Context: an optimization exercise on an open-source flow, tuned for small area. The choices shown serve that exercise and are no tape-out recipe. The RTL was checked by simulation tests, not by an equivalence proof against the original design. Power figures rest on the tool's default switching activity, not on a simulated workload.

==> flow/design.v <==
module UART(
    input clk,
    input rst,             
    input start,
    input [7:0] txin,     
    output tx,             
    input rx,              
    output [7:0] rxout,    
    output rxdone,         
    output txdone          
);
    reg [3:0] j;
    reg [3:0] s;
    reg [7:0] dat;
    wire idle    = j[3] & ~j[1] & j[0] & s[0];    
    wire bitDone = s[3] & ~s[1] & s[0];           
    wire s_wrap  = s[3] & s[1] & ~s[0];           
    always @(posedge clk) begin
        if (rst) begin
            j <= 4'd9;
            s <= 4'd1;
        end else if (idle) begin
            if (start) begin
                j <= 4'd14;
                s <= 4'd14;
            end
        end else begin
            if (s_wrap) j <= j + 4'd1;
            if (s == 4'd10) s <= 4'd0;
            else s <= s + 4'd1;
        end
    end
    always @(posedge clk)
        if (idle) dat <= txin;
    wire [2:0] jl = j[2:0];
    assign tx = j[3] ? ~(j[2] & j[0]) : dat[jl];
    assign txdone = (j == 4'd8) & bitDone;
    reg [2:0] p;
    reg [3:0] r;
    reg [9:1] rxd;
    wire ridle = (p == 3'd7);
    wire recv  = (p == 3'd6);
    wire rlast = r[3] & r[1];                     
    always @(posedge clk) begin
        if (rst) begin
            p <= 3'd7;
            r <= 4'd0;
        end else if (ridle) begin
            if (!rx) p <= 3'd0;
        end else if (recv) begin
            if (rlast) begin
                p <= 3'd7;
                r <= 4'd0;
            end else if (bitDone) begin
                p <= 3'd0;
                r <= r + 4'd1;
            end
        end else begin
            p <= p + 3'd1;
        end
    end
    always @(posedge clk) begin
        if (rst | ridle)
            rxd <= 9'd0;
        else if (p == 3'd5)
            rxd <= {rx, rxd[9:2]};
    end
    assign rxout  = rxd[8:1];
    assign rxdone = (r == 4'd9) & bitDone;
endmodule
==> flow/run.sh <==
#!/bin/bash
# synth_recipe.tcl (not shown) runs the flow's synth.tcl, then flattens the netlist and writes it again
# the make line also repeats each setting of config.mk as NAME=value (left out here)
make -C /OpenROAD-flow-scripts/flow DESIGN_CONFIG=/design/flow/config.mk WORK_HOME=/design/flow/orfs CLKGATE_MAP_FILE= SYNTH_SCRIPT=/design/flow/synth_recipe.tcl finish
==> flow/config.mk <==
export PLATFORM = sky130hd
export DESIGN_NAME = UART
export DESIGN_NICKNAME = UART
export VERILOG_FILES = /design/flow/design.v
export SDC_FILE = /design/flow/constraint.sdc
export NUM_CORES = 4
export LEC_CHECK = 0
export CAP_MARGIN = 20
export CORE_MARGIN = 2
export CORE_UTILIZATION = 40
export SLEW_MARGIN = 20
==> flow/constraint.sdc <==
create_clock -name core_clock -period 10.0 [get_ports {clk}]
set_input_delay 2.0000 -clock core_clock [delete_from_list [all_inputs] [get_ports {clk}]]
set_output_delay 2.0000 -clock core_clock [all_outputs]
set_load 0.01 [all_outputs]
==> results.toml, run 1 <==
[drt]
drc = 0
postRouteWirelength_mm = 3.00
firstDrtPassIters = 4
drt_iter0_markers = 69
viasPerCell = 5.37
wl_per_cell_um = 12.7
vias = 1261
drtAntennaViolNets = 0

[grt]
first_global_vias = 1112
grt_use_met1_pct = 19.1
grt-ovfl-total = 0
use_met2_pct = 21.9
grt_max_degree = 20
gr-usage-met3_pct = 5.43
grt-busiest-layer = "met2"
antenna_found_initial = 0
grt_pass1_wl_mm = 5.08
track_usage_pct = 14.7

[layout]
fill_cells = 388
area_growth_pct = 15.1
nets = 205
layout-drive-gt1-share_pct = 4.86
stdcell_area_mm2 = 0.00188
diodes = 0

[clock_tree]
cts_resized = 0
cts_max_level = 2
clock_latency_ns = 0.28
post_cts_buffers = 0
hold_buffers = 0
root_buffer = "clkbuf_8"
clkSinkCount = 32
cts_inserted_buffers = 5
cts_tree = "yes"
cts.clk_slew.worst_paths_ns = 0.06
cts.path.max_buffers = 2

[place]
pre_cts_ws_ns = 6.18
gp_congestion = 0.801
port_buffers = 22
post_dp_cell_area_mm2 = 0.00180
dp_hpwl_mm = 2.20

[floorplan]
die_y_um = 67.9
dieWidth_um = 67.9
ios = 23
rows = 23
dieArea_mm2 = 0.00461
core_mm2 = 0.00397
start_util_pct = 41.1

[power]
p_total_uw = 393
power.density_mw_per_mm2 = 209
seqPwrFrac_pct = 46.8
power_frac_clock_pct = 23.2
p_comb_share_pct = 29.9
leakage_uw = 0.000715
p_sw_uw = 133
ir_drop_v = 0.0000957
switching_share_pct = 33.9
intPower_uw = 260

[critical_path]
worstPathRequired_ns = 8.00
worstSetupStartpointType = "flip-flop"
critPathKind = "flip-flop to output pin"
critPathMaxFanout = 9
endpoint_kind = "output pin"
arrival_ns = 2.10

[timing]
rsz0062_at_grt = "no"
setup_viol = 0
final-hold-violation-count = 0
slew_violations = 0
max_freq_mhz = 244
period_minus_slack_ns = 4.10
tightestPinTransition_ns = 0.601
setup_slack_ns = 5.90
max-slew-margin-rel_pct = 59.9
fin_setup_tns_ns = 0
finalClockSkew_ns = 0.00582
fin_crit_sh_pct = 41.0

[run]
maxCapViolations = 0

[synthesis]
syn_area_per_cell_um2 = 9.43
synthCells = 173
async_flop_share_pct = 0
synth_nets = 194
syn-cell-area_mm2 = 0.00163
ys_ff_latch = 32
seq_area_frac_synth_pct = 44.2
ys.flop_type = "dfxtp_1"
ys.warnings.count = 1
ys_types = 41
synth_edf_count = 8

[run_status]
status = "no timing/DRC/antenna violations"

[hold_path]
hold_path.class = "flip-flop to flip-flop"
==> synthesized netlist by cell type (all sizes together) (2+ instances only) <==
library cell | instances | area, µm²
a211o | 3 | 26.3
a211oi | 4 | 30.0
a21o | 4 | 30.0
a21oi | 15 | 75.1
a221oi | 2 | 17.5
a31oi | 3 | 18.8
and3 | 3 | 18.8
and3b | 3 | 26.3
buf | 15 | 105
clkbuf | 3 | 11.3
dfxtp | 24 | 480
edfxtp | 8 | 240
ha | 9 | 113
inv | 9 | 33.8
mux2i | 3 | 30.0
nand2 | 16 | 60.1
nand3 | 14 | 70.1
nand3b | 4 | 30.0
nand4 | 2 | 12.5
nand4b | 2 | 17.5
nor2 | 5 | 18.8
nor3 | 3 | 15.0
o21ai | 5 | 25.0
==> path summary, 6_finish.rpt <==
path | start | to | slack [ns] | cells after the start
max | j[0] | tx | 5.90 | 3
min | rxd[1] | rxd[1] | 0.45 | 2
max reg2reg | p[2] | p[1] | 8.04 | 4
min reg2reg | rxd[1] | rxd[1] | 0.45 | 2
==> layout make-up <==
class	instances	area [µm²]	share of cell area, %
Inverter	9	33.8	1.80
Multi-Input combinational cell	114	761	40.5
Clock inverter	1	3.75	0.200
Timing Repair Buffer	22	220	11.7
Tap cell	50	62.6	3.33
Sequential cell	32	721	38.4
Clock buffer	7	76.3	4.06
==> cells by family after synthesis <==
family	Yosys count	synth area share, %
simple gates	58	18.9
compound gates	43	17.6
flops	32	44.2
buf+inv	27	9.20
fa+ha+maj	9	6.90
mux	4	3.22
==> power groups by stage <==
stage	combinational, µW	sequential (µW)	clock (µW)
floorplan	111	170	0
CTS	118	183	94.7
detailed placement	117	187	0
global placement	113	185	0
global route	133	188	99.7
finish	118	184	91.3
==> metrics by stage <==
stage	hold slack (ns)	std cells	util, %
3_5_place_dp	0.449	227	45.3
2_1_floorplan	0.437	173	-
3_3_place_gp	0.447	227	45.3
5_1_grt	0.473	235	47.3
6_report	0.455	235	47.3
4_1_cts	0.458	235	47.3
==> state kept, by name (all words and copies together) (netlist names) <==
signal,flops
dat,8
p,3
rxd,9
s,4
r,4
j,4
==> per-layer routing <==
| layer | share of wire, % | wire length, µm |
|---|---|---|
| met5 | 0 | 0 |
| met4 | 0.97 | 29 |
| met3 | 4.6 | 138 |
| met2 | 46 | 1380 |
| met1 | 48 | 1450 |
==> cells in the final DEF (no fill, tap or decap), drive strengths merged, types with 2 or more instances in the layout <==
cell           netlist  routed
inv                  9       9
nand4b               2       2
nand3               14      14
a21o                 4       4
clkbuf               3       7
ha                   9       9
nor3                 3       3
and3                 3       3
mux2i                3       3
a211oi               4       4
o21ai                5       5
edfxtp               8       8
a31oi                3       3
and3b                3       3
nand3b               4       4
nand4                2       2
a211o                3       3
nor2                 5       5
clkdlybuf4s50        0      22
a21oi               15      15
nand2               16      16
dfxtp               24      24
a221oi               2       2
==> critical path, stage by stage, from the launching register on <==
cell,delay (ns)
dfxtp_1,0.49
mux4_2,0.56
o311a_1,0.30
clkdlybuf4s50_1,0.47
==> run 2, diff against run 1 <==
==> flow/flow/run.sh (new file) <==
#!/bin/bash
set -o pipefail
export BUFFER_PORTS_ARGS="-buffer_cell sky130_fd_sc_hd__buf_1"
bash standard.sh > standard.log 2>&1
==> flow/standard.sh (new file) <==
#!/bin/bash
# synth_recipe.tcl (not shown) runs the flow's synth.tcl, then flattens the netlist and writes it again
# the make line also repeats each setting of config.mk as NAME=value (left out here)
make -C /OpenROAD-flow-scripts/flow DESIGN_CONFIG=/design/flow/config.mk WORK_HOME=/design/flow/orfs CLKGATE_MAP_FILE= SYNTH_SCRIPT=/design/flow/synth_recipe.tcl "${@:-finish}"
--- a/flow/config.mk
+++ b/flow/config.mk
@@ -7,5 +7,8 @@
 export LEC_CHECK = 0
 export CAP_MARGIN = 20
 export CORE_MARGIN = 2
-export CORE_UTILIZATION = 40
+export CORE_UTILIZATION = 70
+export CTS_BUF_LIST = sky130_fd_sc_hd__clkbuf_8
+export CTS_CLUSTER_DIAMETER = 200
+export CTS_CLUSTER_SIZE = 32
 export SLEW_MARGIN = 20
removed: flow/run.sh
==> run 2 against run 1 <==
Critical path depth stayed put. Power increased by 11%. Synthesized cell count unchanged. Area after synthesis unchanged. Cell area down 6.3%. Worst hold slack better by 0.015 ns. First-iteration DRC count down 43%. Register-to-register slack worse by 0.02 ns. Wire length grew 6.7%. Setup slack better by 0.31 ns.
==> results.toml, run 2 <==
[drt]
drc = 0
drtAntennaViolNets = 0
drt_iter0_markers = 39
firstDrtPassIters = 4
viasPerCell = 6.06
vias = 1290
wl_per_cell_um = 15.0
postRouteWirelength_mm = 3.20

[floorplan]
ios = 23
start_util_pct = 73.8
die_y_um = 52.3
dieArea_mm2 = 0.00273
rows = 17
dieWidth_um = 52.3
core_mm2 = 0.00221

[synthesis]
synthCells = 173
ys_types = 41
ys.flop_type = "dfxtp_1"
synth_nets = 194
synth_top_cell_by_area = "dfxtp_1"
syn-cell-area_mm2 = 0.00163
seq_area_frac_synth_pct = 44.2
yosysMostFrequentCell = "dfxtp_1"
ys_ff_latch = 32
yosys-top-cells-count = "24 x dfxtp_1, 16 x nand2_1, 15 x a21oi_1"
syn_area_per_cell_um2 = 9.43
ys_top_cells_by_area = "dfxtp_1 29%, edfxtp_1 15%, ha_1 6.9%"
async_flop_share_pct = 0
ys.warnings.count = 1
synth_top_area_share_pct = 29.4
synth_edf_count = 8

[layout]
reg.largest.list = "rxd x9, dat x8"
diodes = 0
layout_common_cells = "24 x dfxtp_1, 22 x buf_1, 16 x nand2_1, 15 x a21oi_1, 14 x nand3_1"
layout-drive-gt1-share_pct = 6.49
nets = 205
area_growth_pct = 7.82
largest_reg_flops = 9
largest_register = "rxd"
layout_commonest_cell = "dfxtp_1"

[place]
port_buffers = 22
gp_congestion = 0.817
pre_cts_ws_ns = 6.57
dp_hpwl_mm = 2.11

[timing]
finalClockSkew_ns = 0.00560
max_freq_mhz = 264
fin_setup_tns_ns = 0
setup_slack_ns = 6.21
setup_viol = 0
rsz0062_at_grt = "no"
period_minus_slack_ns = 3.79
tightestPinTransition_ns = 0.701
fin_crit_sh_pct = 37.9
final-hold-violation-count = 0
max-slew-margin-rel_pct = 53.3
slew_violations = 0

[critical_path]
path_cells = "mux4_2 -> o311a_1 -> buf_1"
endpoint_kind = "output pin"
worstPathRequired_ns = 8.00
slowest_delay_ns = 0.56
worstSetupStartpointType = "flip-flop"
arrival_ns = 1.79
critical_path.slowest_cell = "mux4_2"
critPathKind = "flip-flop to output pin"
critPathMaxFanout = 9

[clock_tree]
cts_max_level = 2
hold_buffers = 0
cts.clk_slew.worst_paths_ns = 0.07
cts_tree = "yes"
clkSinkCount = 32
root_buffer = "clkbuf_8"
post_cts_buffers = 0
clock_latency_ns = 0.28
cts_inserted_buffers = 5
cts_resized = 0
cts.path.max_buffers = 2

[grt]
antenna_found_initial = 0
first_global_vias = 1206
grt_max_degree = 20
track_usage_pct = 26.9
grt-ovfl-total = 0
grt_pass1_wl_mm = 5.33

[power]
power.density_mw_per_mm2 = 247
ir_drop_v = 0.000221
leakage_uw = 0.000685

[run]
maxCapViolations = 0

[hold_path]
hold_path.class = "flip-flop to flip-flop"

[run_status]
status = "no timing/DRC/antenna violations"
run 2: worst paths after layout:
path | start | to | slack, ns | cells past startpoint
max | j[0] | tx | 6.21 | 3
min | rxd[9] | rxd[8] | 0.47 | 2
max reg2reg | p[2] | p[1] | 8.02 | 4
min reg2reg | rxd[9] | rxd[8] | 0.47 | 2
run 2: final cells by class:
class / instances / area [µm²]
tap: 28 / 35.0
fill: 151 / 453
clock inverter: 1 / 30.0
inverter: 9 / 33.8
multi-input combinational: 114 / 761
sequential: 32 / 721
timing repair buffer: 22 / 82.6
clock buffer: 7 / 96.3
run 2: report_power, final:
group	total (µW)	leakage (µW)	internal [µW]	switching [µW]
sequential	186	0.000274	156	30.8
clock	135	0.0000645	87.9	47.4
combinational	113	0.000346	51.4	61.9
total	435	0.000685	295	140
run 2: critical path: cells and delay by family (launching register included):
| family | cells | cell delay, ns |
|---|---|---|
| AOI/OAI and AO/OA | 1 | 0.30 |
| buffers and inverters | 1 | 0.13 |
| DFF | 1 | 0.52 |
| muxes | 1 | 0.56 |
run 2: routing by layer:
layer / vias to the layer above / routed length [µm] / global-route usage, %
met2: 34 / 1550 / 44.6
met1: 604 / 1450 / 32.8
met4: 0 / 21 / 9.40
li1: 648 / - / -
met3: 4 / 179 / 8.57
met5: - / 0 / 0
run 2: through the flow:
stage               std cells  hold slack, ns  area (µm²)  utilization, %  total power, µW
floorplan                 173           0.437        1630               -              281
global placement          205           0.442        1630            73.8              291
detailed placement        205           0.462        1630            73.8              299
CTS                       213           0.472        1760            79.5              436
global route              213           0.488        1760            79.5              460
finish                    213           0.470        1760            79.5              435
run 2: logic make-up after synthesis:
kind of cell	count (synthesis)	synth area share (%)
AOI/OAI and AO/OA	43	17.6
DFF	32	44.2
and+or+nand+nor	58	18.9
adders and majority gates	9	6.90
buffers and inverters	27	9.20
muxes	4	3.22
==> run 3, diff against run 2 <==
--- a/flow/config.mk
+++ b/flow/config.mk
@@ -8,7 +8,5 @@
 export CAP_MARGIN = 20
 export CORE_MARGIN = 2
 export CORE_UTILIZATION = 70
-export CTS_BUF_LIST = sky130_fd_sc_hd__clkbuf_8
-export CTS_CLUSTER_DIAMETER = 200
-export CTS_CLUSTER_SIZE = 32
+export CTS_BUF_LIST = sky130_fd_sc_hd__clkbuf_4
 export SLEW_MARGIN = 20
==> run 3 against run 2 <==
Critical endpoint unchanged. Still clean. Critical path type unchanged. Combinational power is essentially flat. Wire length is 0.31% lower. Highest routed layer unchanged. Via count grew 0.70%. Die area did not move.
==> results.toml, run 3 <==
[place]
gp_congestion = 0.817
dp_hpwl_mm = 2.11
post_dp_cell_area_mm2 = 0.00163
pre_cts_ws_ns = 6.57
port_buffers = 22
place_inst = 205

[synthesis]
ys_top_cells_by_area = "dfxtp_1 29%, edfxtp_1 15%, ha_1 6.9%"
seq_area_frac_synth_pct = 44.2
yosysMostFrequentCell = "dfxtp_1"
async_flop_share_pct = 0
ys.flop_type = "dfxtp_1"
syn-cell-area_mm2 = 0.00163
yosys-top-cells-count = "24 x dfxtp_1, 16 x nand2_1, 15 x a21oi_1"
synthCells = 173
syn_area_per_cell_um2 = 9.43
ys_ff_latch = 32
synth_top_area_share_pct = 29.4
synth_edf_count = 8
synth_top_cell_by_area = "dfxtp_1"
ys_types = 41
synth_nets = 194
ys.warnings.count = 1

[clock_tree]
clock_latency_ns = 0.34
cts_max_level = 2
cts_inserted_buffers = 5
cts.path.max_buffers = 2
cts_tree = "yes"
root_buffer = "clkbuf_4"
cts.clk_slew.worst_paths_ns = 0.09
cts_resized = 0
clkSinkCount = 32
hold_buffers = 0
post_cts_buffers = 0

[floorplan]
core_mm2 = 0.00221
rows = 17
dieArea_mm2 = 0.00273
die_y_um = 52.3
dieWidth_um = 52.3
ios = 23
start_util_pct = 73.8

[timing]
fin_setup_tns_ns = 0
slew_violations = 0
rsz0062_at_grt = "no"
setup_viol = 0
setup_slack_ns = 6.15
max_freq_mhz = 260
tightestPinTransition_ns = 0.721
final-hold-violation-count = 0
fin_crit_sh_pct = 38.5
finalClockSkew_ns = 0.0178
period_minus_slack_ns = 3.85
max-slew-margin-rel_pct = 52.0

[drt]
vias = 1299
postRouteWirelength_mm = 3.19
viasPerCell = 6.10
drc = 0
wl_per_cell_um = 15.0
firstDrtPassIters = 4
drtAntennaViolNets = 0
drt_iter0_markers = 40

[layout]
stdcell_count = 213
largest_register = "rxd"
layout_commonest_cell = "dfxtp_1"
layout-drive-gt1-share_pct = 5.41
reg.largest.list = "rxd x9, dat x8"
diodes = 0
stdcell_area_mm2 = 0.00171
nets = 205
area_growth_pct = 4.68
layout_common_cells = "24 x dfxtp_1, 22 x buf_1, 16 x nand2_1, 15 x a21oi_1, 14 x nand3_1"
largest_reg_flops = 9

[critical_path]
path_cells = "mux4_2 -> o311a_1 -> buf_1"
worstPathRequired_ns = 8.00
critPathKind = "flip-flop to output pin"
crit_family = "multiplexers"
path_buf_inv = 1
worstSetupStartpointType = "flip-flop"
critical_path.slowest_cell = "mux4_2"
slowest_delay_ns = 0.56
endpoint_kind = "output pin"
critPathMaxFanout = 9
arrival_ns = 1.85

[power]
seqPwrFrac_pct = 47.3
p_comb_share_pct = 28.7
power.density_mw_per_mm2 = 230
p_sw_uw = 136
power_frac_clock_pct = 24.0
intPower_uw = 258
leakage_uw = 0.000661
ir_drop_v = 0.000178
switching_share_pct = 34.5

[grt]
grt_pass1_wl_mm = 5.27
track_usage_pct = 26.9
first_global_vias = 1221
grt-ovfl-total = 0
antenna_found_initial = 0
grt_max_degree = 20

[run]
maxCapViolations = 0

[run_status]
status = "no timing/DRC/antenna violations"

[hold_path]
hold_path.class = "flip-flop to flip-flop"
run 3: changes by cell type in the layout (fill, tap and decap cells not counted):
cell	before	now
clkbuf_8	7	0
clkbuf_4	0	5
clkinv_1	0	2
run 3: metal layers:
layer  routed length [µm]  GRT usage, %  vias to the layer above
li1                     -             -                      650
met5                    0             0                        -
met3                  145          6.00                        9
met4                   86          13.7                        0
met2                 1510          45.0                       34
met1                 1450          32.2                      606
run 3: logic make-up (layout without fill, tap and decap cells):
kind of cell    after synthesis  after routing  synth area share, %
compound gates               43             43                 17.6
flops                        32             32                 44.2
fa+ha+maj                     9              9                 6.90
buf+inv                      27             39                 9.20
mux                           4              4                 3.22
simple gates                 58             58                 18.9
run 3: final timing paths:
check	cells past startpoint	slack (ns)	from	end
worst max-delay path	3	6.15	j[0]	tx
worst min register to register	2	0.48	rxd[6]	rxd[6]
worst min-delay path	2	0.48	rxd[6]	rxd[6]
worst max register to register	4	8.03	p[2]	p[1]
run 3: worst min-delay path: cells and delay by family, from the launching register on:
kind	cells	cell delay, ns
compound gates	1	0.05
flops	1	0.33
simple gates	1	0.06
run 3: stage by stage:
| step | hold WS (ns) | util [%] | total power (µW) |
|---|---|---|---|
| detailed placement | 0.462 | 73.8 | 299 |
| CTS | 0.476 | 77.2 | 394 |
| global placement | 0.442 | 73.8 | 291 |
| global route | 0.493 | 77.2 | 418 |
| floorplan | 0.437 | - | 281 |
| finish | 0.478 | 77.2 | 394 |
run 3: power groups by stage:
| stage | registers [µW] | clock network, µW | logic [µW] |
|---|---|---|---|
| 2_1_floorplan | 170 | 0 | 111 |
| 3_5_place_dp | 187 | 0 | 112 |
| 4_1_cts | 185 | 96.5 | 113 |
| 5_1_grt | 190 | 100 | 128 |
| 6_report | 186 | 94.6 | 113 |
| 3_3_place_gp | 185 | 0 | 106 |
run 3: final cells by class:
class	count	area, µm²
inverters	9	33.8
clock buffers	5	37.5
repair buffers	22	82.6
clock inverters	3	37.5
well taps	28	35.0
flip-flops and latches	32	721
multi-input cells	114	761
fillers	165	504
==> run 4, diff against run 3 <==
==> flow/flow/run.sh (replaced) <==
#!/bin/bash
# Layout flow: the standard flow (standard.sh) with three changes:
#  - synthesis is synth_recipe.tcl unchanged, except that its ABC mapping call
#    uses an area-oriented ABC script (flow/area.abc) instead of abc_speed;
#  - the port buffers are sky130_fd_sc_hd__buf_1 (BUFFER_PORTS_ARGS);
#  - clock tree synthesis uses small buffers and no dummy loads (CTS_ARGS).
# Each tool's output goes to a log file in this folder.
set -euo pipefail
W=$(pwd)

cat > "$W/area_synth.tcl" <<EOT
proc abc {args} {
  set i [lsearch -exact \$args -script]
  if { \$i >= 0 } { set args [lreplace \$args \$i [expr {\$i + 1}] -script $W/flow/area.abc] }
  yosys abc {*}\$args
}
source $W/synth_recipe.tcl
EOT

export BUFFER_PORTS_ARGS="-buffer_cell sky130_fd_sc_hd__buf_1"
export CTS_ARGS="-sink_clustering_enable -repair_clock_nets -dont_use_dummy_load -buf_list ${CTS_BUF:-sky130_fd_sc_hd__clkbuf_8} -sink_clustering_size 40 -sink_clustering_max_diameter 300"

sed "s#SYNTH_SCRIPT=[^ ]*#SYNTH_SCRIPT=$W/area_synth.tcl#" standard.sh > "$W/area_standard.sh"
grep -q "SYNTH_SCRIPT=$W/area_synth.tcl" "$W/area_standard.sh"

bash "$W/area_standard.sh" synth > "$W/synth.log" 2>&1
bash "$W/area_standard.sh" > "$W/layout.log" 2>&1
==> flow/flow/area.abc (new file) <==
strash
&get -n
&deepsyn -T 20
&put
dch
amap
--- a/flow/config.mk
+++ b/flow/config.mk
@@ -8,5 +8,4 @@
 export CAP_MARGIN = 20
 export CORE_MARGIN = 2
 export CORE_UTILIZATION = 70
-export CTS_BUF_LIST = sky130_fd_sc_hd__clkbuf_4
 export SLEW_MARGIN = 20
==> run 4 against run 3 <==
Largest cell class is now sequential cells. Combinational power is 28% lower. Via count down 13%. Still clean. First-iteration DRC count is 18% lower. Register-to-register slack got worse by 0.02 ns. Cell area is 8.6% lower. Sequential power shrank 11%. Clock skew fell by 0.0056 ns. Power is 15% lower. Wire length down 19%. Global-route usage fell by 1.2 points. Setup slack improved by 0.020 ns. Flip-flop and latch count unchanged.
==> results.toml, run 4 <==
[run_status]
status = "no timing/DRC/antenna violations"

[timing]
slew_violations = 0
max-slew-margin-rel_pct = 37.1
rsz0062_at_grt = "no"
fin_crit_sh_pct = 38.3
tightestPinTransition_ns = 0.933
setup_slack_ns = 6.17
period_minus_slack_ns = 3.83
final-hold-violation-count = 0
fin_setup_tns_ns = 0
finalClockSkew_ns = 0.0122
setup_viol = 0
max_freq_mhz = 261

[grt]
grt_pass1_wl_mm = 4.66
track_usage_pct = 25.7
grt-ovfl-total = 0
antenna_found_initial = 0
first_global_vias = 1090
grt_max_degree = 11

[synthesis]
syn-cell-area_mm2 = 0.00143
yosys-top-cells-count = "30 x clkinv_1, 24 x dfxtp_1, 14 x nor2_1"
ys.warnings.count = 1
synth_top_cell_by_area = "dfxtp_1"
synth_top_area_share_pct = 33.7
synth_nets = 174
ys_ff_latch = 32
ys_types = 26
synth_edf_count = 8
yosysMostFrequentCell = "clkinv_1"
synthCells = 153
ys.flop_type = "dfxtp_1"
syn_area_per_cell_um2 = 9.33
ys_top_cells_by_area = "dfxtp_1 34%, edfxtp_1 17%, clkinv_1 7.9%"
async_flop_share_pct = 0
seq_area_frac_synth_pct = 50.5

[layout]
largest_reg_flops = 9
layout_commonest_cell = "clkinv_1"
multiInputGateArea_um2 = 534
largest_register = "rxd"
seq_area_um2 = 721
reg.largest.list = "rxd x9, dat x8"
fill_cells = 129
nets = 196
diodes = 0
layout_common_cells = "30 x clkinv_1, 24 x dfxtp_1, 22 x buf_1, 14 x nor2_1"
area_growth_pct = 9.29
layout-drive-gt1-share_pct = 3.47

[clock_tree]
clock_latency_ns = 0.28
cts_resized = 0
clkSinkCount = 32
root_buffer = "clkbuf_8"
cts_inserted_buffers = 5
cts_max_level = 2
cts_tree = "yes"
cts.path.max_buffers = 2
cts.clk_slew.worst_paths_ns = 0.06
hold_buffers = 0
post_cts_buffers = 0

[floorplan]
dieWidth_um = 49.2
ios = 23
start_util_pct = 73.5
dieArea_mm2 = 0.00242
rows = 16
core_mm2 = 0.00194
die_y_um = 49.2

[critical_path]
worstPathRequired_ns = 8.00
endpoint_kind = "output pin"
worstSetupStartpointType = "flip-flop"
critPathKind = "flip-flop to output pin"
rr_startpoint = "j[0]"
r2r_setup_slack_ns = 8.01
rr_worst_depth = 7
critPathMaxFanout = 8
arrival_ns = 1.83
r2r-end = "j[1]"

[drt]
firstDrtPassIters = 4
drc = 0
drt_iter0_markers = 33
wl_per_cell_um = 13.0
viasPerCell = 5.68
drtAntennaViolNets = 0
vias = 1136
postRouteWirelength_mm = 2.59

[power]
power.density_mw_per_mm2 = 214
leakage_uw = 0.000531
p_total_uw = 333
ir_drop_v = 0.000172

[run]
maxCapViolations = 0

[place]
pre_cts_ws_ns = 6.54
dp_hpwl_mm = 1.89
port_buffers = 22
gp_congestion = 0.855

[hold_path]
hold_path_end = "rxd[1]"
hp-start = "rxd[1]"
hold_path.class = "flip-flop to flip-flop"
holdPathStages = 2
-- run 4: changes by cell type after synthesis, sizes merged, moves of 4 or more --
cell	change
nor2	+9
clkinv	+30
nand3b	-4
nand2	-9
a21o	-4
inv	-9
a21oi	-10
nand3	-13
buf	-7
o22ai	+9
-- run 4: where the power goes --
part | switching, µW | internal [µW]
registers | 13.9 | 152
clock network | 40.9 | 44.6
logic | 51.7 | 30.2
-- run 4: metrics by stage --
step                utilization, %  cells  area, µm²  hold WS [ns]
floorplan                        -    153       1430         0.438
global placement              76.8    195       1490         0.445
detailed placement            76.8    195       1490         0.451
CTS                           80.3    200       1560         0.468
global route                  80.3    200       1560         0.485
finish                        80.3    200       1560         0.467
-- run 4: how the worst max path moves through the flow --
| stage | from | to | slack, ns | cells after the start |
|---|---|---|---|---|
| finish | j[1] | tx | 6.17 | 8 |
| global route | j[1] | tx | 6.06 | 8 |
| CTS | j[1] | tx | 6.20 | 8 |
| detailed placement | j[1] | tx | 6.54 | 8 |
| global placement | j[1] | tx | 6.64 | 8 |
| floorplan | s[0] | rxdone | 6.73 | 4 |
-- run 4: kinds of logic after synthesis --
kind of cell    share of synthesized area (%)
simple gates                             11.2
compound gates                           18.3
buf+inv                                  12.1
fa+ha+maj                                7.89
flops                                    50.5
-- run 4: worst max-delay path, stage by stage, from the launching register on --
cell and delay, ns:
dfxtp_1 0.48, clkinv_1 0.25, a221oi_1 0.31, a31oi_1 0.07
nor2_1 0.11, a21oi_1 0.05, nor2_1 0.09, a31oi_1 0.04
buf_1 0.14
-- run 4: layer usage --
layer	track usage [%]	wire (µm)	share of wire [%]	vias to the layer above
met2	41.0	1230	48	36
met1	31.0	1140	44	514
met5	0	0	0	-
li1	-	-	-	575
met3	9.51	137	5.3	11
met4	11.4	79	3.0	0
-- run 4: area by class of cell --
cell class | instances | area share [%]
clock buffers | 5 | 4.41
inverters | 30 | 7.22
multi-input cells | 83 | 34.2
flip-flops and latches | 32 | 46.2
well taps | 27 | 2.17
repair buffers | 23 | 5.77

[what the ideal ports hide]
The flow's constraints put no driver on any port. The routed layouts listed below were extracted and timed again, unchanged, in two steps.
Step 1 assumes that a clkbuf_16 drives the clock port and a buf_2 every other input.
Step 2 adds t to the input delays and takes it off the output delays; t is the mean of the earliest and latest rising clock arrival at the registers after step 1. Input paths then give back, and output paths get back, about the clock's delay inside the block.
a / b / c = ideal / step 1 / step 2; a / b = the first two.
| run | t, ns | setup slack, ns | worst data-port slew with drivers (ns) |
|---|---|---|---|
| run 1 | 0.299 | 5.903 / 5.878 / 6.177 | 0.03 |
| run 2 | 0.301 | 6.214 / 6.192 / 6.493 | 0.03 |
| run 3 | 0.352 | 6.152 / 6.131 / 6.483 | 0.04 |
| run 4 | 0.298 | 6.172 / 6.148 / 6.446 | 0.04 |
After both steps every run listed still meets setup and hold.
